Background: an optimization exercise with open tools, aiming at small area. Do not read the settings as production practice.
The RTL was checked by simulation tests, not by an equivalence proof against the original design.
The clock port is modelled as an ideal driver; clocking choices that lean on that would not hold on a real chip.
Power and IR drop assume default switching activity.

==> job 8810 <==
// vending_machine_controller
module vending_machine_controller(
    input clk,
    input reset_n,
    input c5, c10, c25, item_taken,
    output [6:0]sseg,
    output [0:7]AN,
    output DP,
    output r5, r10, r20,
    output rgb_red, rgb_green, rgb_blue
    );
    wire c5_pedge, c10_pedge, c25_pedge, item_level;
    wire dispense;
    wire mh;
    wire [2:0] mv;
    reg [10:0] t;
    button B0(.clk(clk), .reset_n(reset_n), .noisy(c5),  .debounced(), .p_edge(c5_pedge));
    button B1(.clk(clk), .reset_n(reset_n), .noisy(c10), .debounced(), .p_edge(c10_pedge));
    button B2(.clk(clk), .reset_n(reset_n), .noisy(c25), .debounced(), .p_edge(c25_pedge));
    button B3(.clk(clk), .reset_n(reset_n), .noisy(item_taken), .debounced(item_level), .p_edge());
    vending_machine_fsm VMF0(
        .clk(clk),
        .reset_n(reset_n),
        .x({c5_pedge, c10_pedge, c25_pedge, item_level}),
        .r5(r5), .r10(r10), .r20(r20),
        .dispense(dispense)
    );
    money_counter MC0(
        .clk(clk),
        .reset_n(reset_n),
        .clr(item_level & dispense),
        .c5(c5_pedge), .c10(c10_pedge), .c25(c25_pedge),
        .h_out(mh),
        .v_out(mv)
    );
    wire c4 = t[1] & ~t[0];                  
    always @(posedge clk) begin
        t[0] <= reset_n & ~t[1];
        t[1] <= reset_n & t[0];
        t[10:2] <= reset_n ? t[10:2] + c4 : 9'd0;
    end
    sseg_driver SSD0(
        .k(t[10:8]),
        .h(mh),
        .v(mv),
        .AN(AN),
        .sseg(sseg),
        .DP(DP)
    );
    rgb_driver RGB0(
        .clk(clk),
        .reset_n(reset_n),
        .c4(c4),
        .dispense(dispense),
        .red_LED(rgb_red),
        .green_LED(rgb_green),
        .blue_LED(rgb_blue)
    );
endmodule
==> module sseg_driver, before the edit <==
module sseg_driver(
    input [2:0] k,
    input h,
    input [2:0] v,
    output [0:7] AN,
    output [6:0] sseg,
    output DP
    );
    wire odd = v[0] ^ v[1];                   
    wire k0 = k == 3'd0, k1 = k == 3'd1, k4 = k == 3'd4, k5 = k == 3'd5;
    wire d1 = (k1 & ~h | k5 & h) & v[1];                         
    wire d2 = k1 & (~h & v[2] & ~v[1] | h & ~v[2] & ~v[0])       
            | k5 & h & v[2] & ~v[1];                             
    wire d3 = k1 & h & v[0] & ~v[2];                             
    wire d4 = k1 & h & v[2];                                     
    wire d5 = k0 & (h ^ odd) | k4 & h & odd;                     
    assign sseg = {~(d2 | d3 | d4 | d5), d1 | d2 | d3, d1 | d3 | d4 | d5, d1 | d4, d2, d5, d1 | d4};
    assign AN = ~(8'b1000_0000 >> k) | 8'b0001_0001;
    assign DP = 1'b1;
endmodule
==> module rgb_driver, before the edit <==
module rgb_driver(
    input clk,
    input reset_n,
    input c4,
    input dispense,
    output reg red_LED, green_LED,
    output blue_LED
    );
    reg [5:0] r;
    wire end49 = (r[4:2] == 3'b101) & r[0];
    wire tick = c4 & end49;
    always @(posedge clk) begin
        r <= (~reset_n | end49) ? 6'd1 : {~r[4:0], r[5] ^ r[4]};
        if (~reset_n) begin
            red_LED <= 1'b0;
            green_LED <= 1'b0;
        end else if (tick) begin
            red_LED <= ~dispense;
            green_LED <= dispense;
        end
    end
    assign blue_LED = 1'b0;
endmodule
==> module vending_machine_fsm, before the edit <==
module vending_machine_fsm(
    input clk,
    input reset_n,
    input [3:0] x,    
    output r5, r10, r20, dispense
    );
    reg d;
    reg [2:0] v;
    wire p5 = x[3], p10 = x[2], p25 = x[1], it = x[0];
    wire q   = ~d & ~it;                      
    wire a5  = q & p5 & ~p10 & ~p25;
    wire a10 = q & p10 & ~p5 & ~p25;
    wire a25 = q & p25 & ~p5 & ~p10;
    wire z   = d & it & ~p5 & ~p10 & ~p25;    
    wire hold = ~a5 & ~a10;
    wire [2:0] v1 = {v[1], v[0], ~(v[2] | v[1])};           
    wire [2:0] v2 = {v[0], ~(v[2] | v[1]), ~(v[1] | v[0])};  
    always @(posedge clk) begin
        v <= {3{reset_n & ~z}} & ({3{a5}} & v1 | {3{a10}} & v2 | {3{hold}} & v);
        d <= reset_n & (d & ~z | a5 & v[2] & ~v[1] | a10 & v[2] & ~v[0] | a25);
    end
    assign dispense = d;
    assign r5  = d & (v[0] ^ v[1]);
    assign r10 = d & v[1];
    assign r20 = d & v[2] & ~v[1];
endmodule
==> module vending_machine_controller, before the edit <==
module vending_machine_controller(
    input clk,
    input reset_n,
    input c5, c10, c25, item_taken,
    output [6:0]sseg,
    output [0:7]AN,
    output DP,
    output r5, r10, r20,
    output rgb_red, rgb_green, rgb_blue
    );
    wire c5_pedge, c10_pedge, c25_pedge, item_level;
    wire dispense;
    wire mh;
    wire [2:0] mv;
    reg [10:0] t;
    button B0(.clk(clk), .reset_n(reset_n), .noisy(c5),  .debounced(), .p_edge(c5_pedge));
    button B1(.clk(clk), .reset_n(reset_n), .noisy(c10), .debounced(), .p_edge(c10_pedge));
    button B2(.clk(clk), .reset_n(reset_n), .noisy(c25), .debounced(), .p_edge(c25_pedge));
    button B3(.clk(clk), .reset_n(reset_n), .noisy(item_taken), .debounced(item_level), .p_edge());
    vending_machine_fsm VMF0(
        .clk(clk),
        .reset_n(reset_n),
        .x({c5_pedge, c10_pedge, c25_pedge, item_level}),
        .r5(r5), .r10(r10), .r20(r20),
        .dispense(dispense)
    );
    money_counter MC0(
        .clk(clk),
        .reset_n(reset_n),
        .clr(item_level & dispense),
        .c5(c5_pedge), .c10(c10_pedge), .c25(c25_pedge),
        .h_out(mh),
        .v_out(mv)
    );
    wire c4 = t[1] & ~t[0];                  
    always @(posedge clk) begin
        t[0] <= reset_n & ~t[1];
        t[1] <= reset_n & t[0];
        t[10:2] <= reset_n ? t[10:2] + c4 : 9'd0;
    end
    sseg_driver SSD0(
        .k(t[10:8]),
        .h(mh),
        .v(mv),
        .AN(AN),
        .sseg(sseg),
        .DP(DP)
    );
    rgb_driver RGB0(
        .clk(clk),
        .reset_n(reset_n),
        .c4(c4),
        .dispense(dispense),
        .red_LED(rgb_red),
        .green_LED(rgb_green),
        .blue_LED(rgb_blue)
    );
endmodule
Settings: LEC_CHECK=0, CAP_MARGIN=20, CORE_MARGIN=2, CORE_UTILIZATION=40, SLEW_MARGIN=20; clock period 10.0 ns.
standard.sh (not shown) runs the stock make flow with config.mk's settings and CLKGATE_MAP_FILE= SYNTH_SCRIPT=/design/flow/synth_recipe.tcl, a recipe that flattens the netlist after the stock synthesis.
==> flow/flow/run.sh <==
#!/bin/bash
# The standard ORFS flow (standard.sh) with these changes:
#  - synthesis: the standard flow's synthesis script, but with abc running
#    flow/abc_deep.script (flow/abc_override.tcl),
#  - port buffers of the smallest buffer cell (buf_1),
#  - buffers left by synthesis removed at floorplan, and the tie cells kept
#    as synthesis made them (one per constant value),
#  - every cell given its smallest drive strength after floorplan
#    (flow/downsize.tcl); the later repair steps size up where needed,
#  - clock tree without dummy loads; after CTS, clock buffers are made
#    smaller where the clock slew allows (flow/clkdown.tcl).
# Each tool's output is in orfs/logs; make's output is in standard.log.
set -euo pipefail
here=$(cd "$(dirname "$0")" && pwd)
cat "$here/abc_override.tcl" synth_recipe.tcl > my_synth.tcl
sed "s#SYNTH_SCRIPT=[^ ]*#SYNTH_SCRIPT=$PWD/my_synth.tcl#" standard.sh > my_standard.sh
grep -q "SYNTH_SCRIPT=$PWD/my_synth.tcl" my_standard.sh
export FLOW_ABC_SCRIPT="$here/abc_deep.script"
export BUFFER_PORTS_ARGS="-buffer_cell sky130_fd_sc_hd__buf_1"
export REMOVE_ABC_BUFFERS=1
export SKIP_REPAIR_TIE_FANOUT=1
export POST_FLOORPLAN_TCL="$here/downsize.tcl"
export POST_CTS_TCL="$here/clkdown.tcl"
export CTS_ARGS="-sink_clustering_enable -repair_clock_nets -dont_use_dummy_load -buf_list {sky130_fd_sc_hd__clkbuf_4 sky130_fd_sc_hd__clkbuf_8}"
bash my_standard.sh > standard.log 2>&1
==> flow/flow/abc_deep.script <==
strash
&get -n
&deepsyn -T 60
&dch -f
&nf -a -R 1000
&put
topo
==> flow/flow/abc_override.tcl <==
# Sourced before synth_recipe.tcl: every abc call of ORFS's synthesis runs
# flow/abc_deep.script (area-oriented: &deepsyn, then area mapping) in place
# of ORFS's speed script. Everything else in the synthesis is unchanged, so
# the registers and their names are those of the standard synthesis.
proc abc {args} {
  puts "abc_override.tcl: abc runs $::env(FLOW_ABC_SCRIPT)"
  set i [lsearch -exact $args -script]
  if { $i >= 0 } {
    lset args [expr { $i + 1 }] $::env(FLOW_ABC_SCRIPT)
  }
  yosys abc {*}$args
}
==> flow/flow/clkdown.tcl <==
proc cd_worst_clk_slew { } {
  estimate_parasitics -placement
  set worst 0
  foreach p [get_pins -hierarchical */CLK] {
    set s [get_property $p slew_max]
    if { $s > $worst } { set worst $s }
  }
  return $worst
}
set cd_limit 0.110
set cd_count 0
foreach inst [[ord::get_db_block] getInsts] {
  set master [[$inst getMaster] getName]
  if { ![string match "sky130_fd_sc_hd__clkbuf_*" $master] } { continue }
  set name [$inst getName]
  foreach small {sky130_fd_sc_hd__clkbuf_2 sky130_fd_sc_hd__clkbuf_4} {
    if { $small eq $master } { break }
    replace_cell $name $small
    if { [cd_worst_clk_slew] > $cd_limit } {
      replace_cell $name $master
    } else {
      incr cd_count
      break
    }
  }
}
puts "clkdown.tcl: $cd_count clock buffers made smaller, worst clock pin slew [cd_worst_clk_slew]"
Other scripts of this flow, unchanged in this note and not shown: flow/flow/downsize.tcl
==> inputs of job 1327, as changes to job 8810 <==
--- a/flow/design.v
+++ b/flow/design.v
@@ -5,14 +5,25 @@
     output [0:7] AN,
-    output [6:0] sseg,
+    output reg [6:0] sseg,
     output DP
     );
-    wire odd = v[0] ^ v[1];                   
-    wire k0 = k == 3'd0, k1 = k == 3'd1, k4 = k == 3'd4, k5 = k == 3'd5;
-    wire d1 = (k1 & ~h | k5 & h) & v[1];                         
-    wire d2 = k1 & (~h & v[2] & ~v[1] | h & ~v[2] & ~v[0])       
-            | k5 & h & v[2] & ~v[1];                             
-    wire d3 = k1 & h & v[0] & ~v[2];                             
-    wire d4 = k1 & h & v[2];                                     
-    wire d5 = k0 & (h ^ odd) | k4 & h & odd;                     
-    assign sseg = {~(d2 | d3 | d4 | d5), d1 | d2 | d3, d1 | d3 | d4 | d5, d1 | d4, d2, d5, d1 | d4};
+    reg [2:0] dig;
+    wire odd = v[0] ^ v[1];                                   
+    wire [2:0] half = {v[2] & ~v[1], v[1], 1'b0} >> 1;       
+    always @(*) begin
+        case (k)
+            3'd0: dig = (h ^ odd) ? 3'd5 : 3'd0;
+            3'd1: dig = half + (h ? 3'd2 + odd : 3'd0);
+            3'd4: dig = (h & odd) ? 3'd5 : 3'd0;
+            3'd5: dig = h ? half : 3'd0;
+            default: dig = 3'd0;
+        endcase
+        case (dig)  
+            3'd1: sseg = 7'b1111001;
+            3'd2: sseg = 7'b0100100;
+            3'd3: sseg = 7'b0110000;
+            3'd4: sseg = 7'b0011001;
+            3'd5: sseg = 7'b0010010;
+            default: sseg = 7'b1000000;
+        endcase
+    end
     assign AN = ~(8'b1000_0000 >> k) | 8'b0001_0001;
@@ -23,3 +34,3 @@
     input reset_n,
-    input c4,
+    input [1:0] t4,
     input dispense,
@@ -30,3 +41,3 @@
     wire end49 = (r[4:2] == 3'b101) & r[0];
-    wire tick = c4 & end49;
+    wire tick = (t4 == 2'd3) & end49;
     always @(posedge clk) begin
@@ -119,13 +130,27 @@
     wire p5 = x[3], p10 = x[2], p25 = x[1], it = x[0];
-    wire q   = ~d & ~it;                      
-    wire a5  = q & p5 & ~p10 & ~p25;
-    wire a10 = q & p10 & ~p5 & ~p25;
-    wire a25 = q & p25 & ~p5 & ~p10;
-    wire z   = d & it & ~p5 & ~p10 & ~p25;    
-    wire hold = ~a5 & ~a10;
-    wire [2:0] v1 = {v[1], v[0], ~(v[2] | v[1])};           
+    wire none = ~p5 & ~p10 & ~p25;
+    wire one = ~none & ~(p5 & p10) & ~(p5 & p25) & ~(p10 & p25);
+    wire [2:0] v1 = {v[1], v[0], ~(v[2] | v[1])};          
     wire [2:0] v2 = {v[0], ~(v[2] | v[1]), ~(v[1] | v[0])};  
-    always @(posedge clk) begin
-        v <= {3{reset_n & ~z}} & ({3{a5}} & v1 | {3{a10}} & v2 | {3{hold}} & v);
-        d <= reset_n & (d & ~z | a5 & v[2] & ~v[1] | a10 & v[2] & ~v[0] | a25);
+    wire o1 = v[2] & ~v[1];    
+    wire o2 = v[2] & ~v[0];    
+    always @(posedge clk) begin
+        if (~reset_n) begin
+            d <= 1'b0;
+            v <= 3'b000;
+        end else if (~d) begin
+            if (one & ~it) begin
+                if (p5) begin
+                    d <= o1;
+                    v <= v1;
+                end else if (p10) begin
+                    d <= o2;
+                    v <= v2;
+                end else
+                    d <= 1'b1;
+            end
+        end else if (none & it) begin
+            d <= 1'b0;
+            v <= 3'b000;
+        end
     end
@@ -170,8 +195,4 @@
     );
-    wire c4 = t[1] & ~t[0];                  
-    always @(posedge clk) begin
-        t[0] <= reset_n & ~t[1];
-        t[1] <= reset_n & t[0];
-        t[10:2] <= reset_n ? t[10:2] + c4 : 9'd0;
-    end
+    always @(posedge clk)
+        t <= reset_n ? t + 11'd1 : 11'd0;
     sseg_driver SSD0(
@@ -187,3 +208,3 @@
         .reset_n(reset_n),
-        .c4(c4),
+        .t4(t[1:0]),
         .dispense(dispense),
==> flow/flow/run.sh (replaced) <==
#!/bin/bash
# The standard ORFS flow (standard.sh) with these ORFS variables set:
#  - port buffers of the smallest buffer cell (buf_1),
#  - buffers left by synthesis removed at floorplan,
#  - every cell given its smallest drive strength after floorplan
#    (flow/downsize.tcl); the later repair steps size up where needed,
#  - clock tree without dummy loads, built from the buffers in CTS_BUFS.
# Each tool's output is in orfs/logs; make's output is in standard.log.
set -euo pipefail
here=$(cd "$(dirname "$0")" && pwd)
export BUFFER_PORTS_ARGS="-buffer_cell sky130_fd_sc_hd__buf_1"
export REMOVE_ABC_BUFFERS=1
export POST_FLOORPLAN_TCL="$here/downsize.tcl"
export CTS_ARGS="-sink_clustering_enable -repair_clock_nets -dont_use_dummy_load -buf_list {sky130_fd_sc_hd__clkbuf_4 sky130_fd_sc_hd__clkbuf_8}"
bash standard.sh > standard.log 2>&1
removed: flow/flow/abc_deep.script
removed: flow/flow/abc_override.tcl
removed: flow/flow/clkdown.tcl
==> inputs of job 8641, as changes to job 8810 <==
--- a/flow/flow/run.sh
+++ b/flow/flow/run.sh
@@ -5,4 +5,3 @@
 #  - port buffers of the smallest buffer cell (buf_1),
-#  - buffers left by synthesis removed at floorplan, and the tie cells kept
-#    as synthesis made them (one per constant value),
+#  - buffers left by synthesis removed at floorplan,
 #  - every cell given its smallest drive strength after floorplan
@@ -20,3 +19,2 @@
 export REMOVE_ABC_BUFFERS=1
-export SKIP_REPAIR_TIE_FANOUT=1
 export POST_FLOORPLAN_TCL="$here/downsize.tcl"
==> notes <==
- Against job 8641, the non-clock buffer count of job 1327 is higher by 1.
- In job 8810 the first-iteration DRC count is lower than in job 8641, by 20%.
- In job 1327 the via count is larger than in job 8641, by about 11%.
- In job 8810 the setup slack is higher than in job 1327, by 0.76 ns.
- Sequential power is about the same in job 1327 and job 8810.
- Job 8641 completed with no timing, DRC or antenna violations. Job 1327 completed without violations. Job 8810 passed the timing, DRC and antenna checks.
- In job 8810 the register-to-register slack is higher than in job 1327, by 0.09 ns.
- Global-route usage, highest first: job 8810, job 8641, job 1327.
- Against job 8810, the worst hold slack of job 1327 is better by 0.0062 ns.
- Final cell count, lowest first: job 8810, job 8641, job 1327.
- Between job 1327 and job 8810, the lower design area is in job 8810 (gap 10%, measured against job 8810).

[port drivers added, routing unchanged]
How much do the figures lean on ideal ports? The routed layouts below were timed once more, with nothing changed but the port constraints. Step 1: set_driving_cell puts a clkbuf_16 on clk and a buf_2 on each other input, an assumption about the parent block. Step 2 also shifts input and output timing later by t, the mid clock arrival at the registers, as if the neighbouring blocks saw the same clock. a / b / c = ideal ports / drivers / drivers and shift; a / b = the first two.
run | shift t [ns] | slack for setup (ns) | worst register clock-pin slew, ns
job 8810 | 0.518 | 5.723 / 5.695 / 5.872 | 0.10 / 0.10
job 1327 | 0.362 | 4.967 / 4.936 / 5.299 | 0.09 / 0.09
job 8641 | 0.496 | 5.744 / 5.719 / 5.927 | 0.10 / 0.10
After both steps every run listed still meets setup and hold.
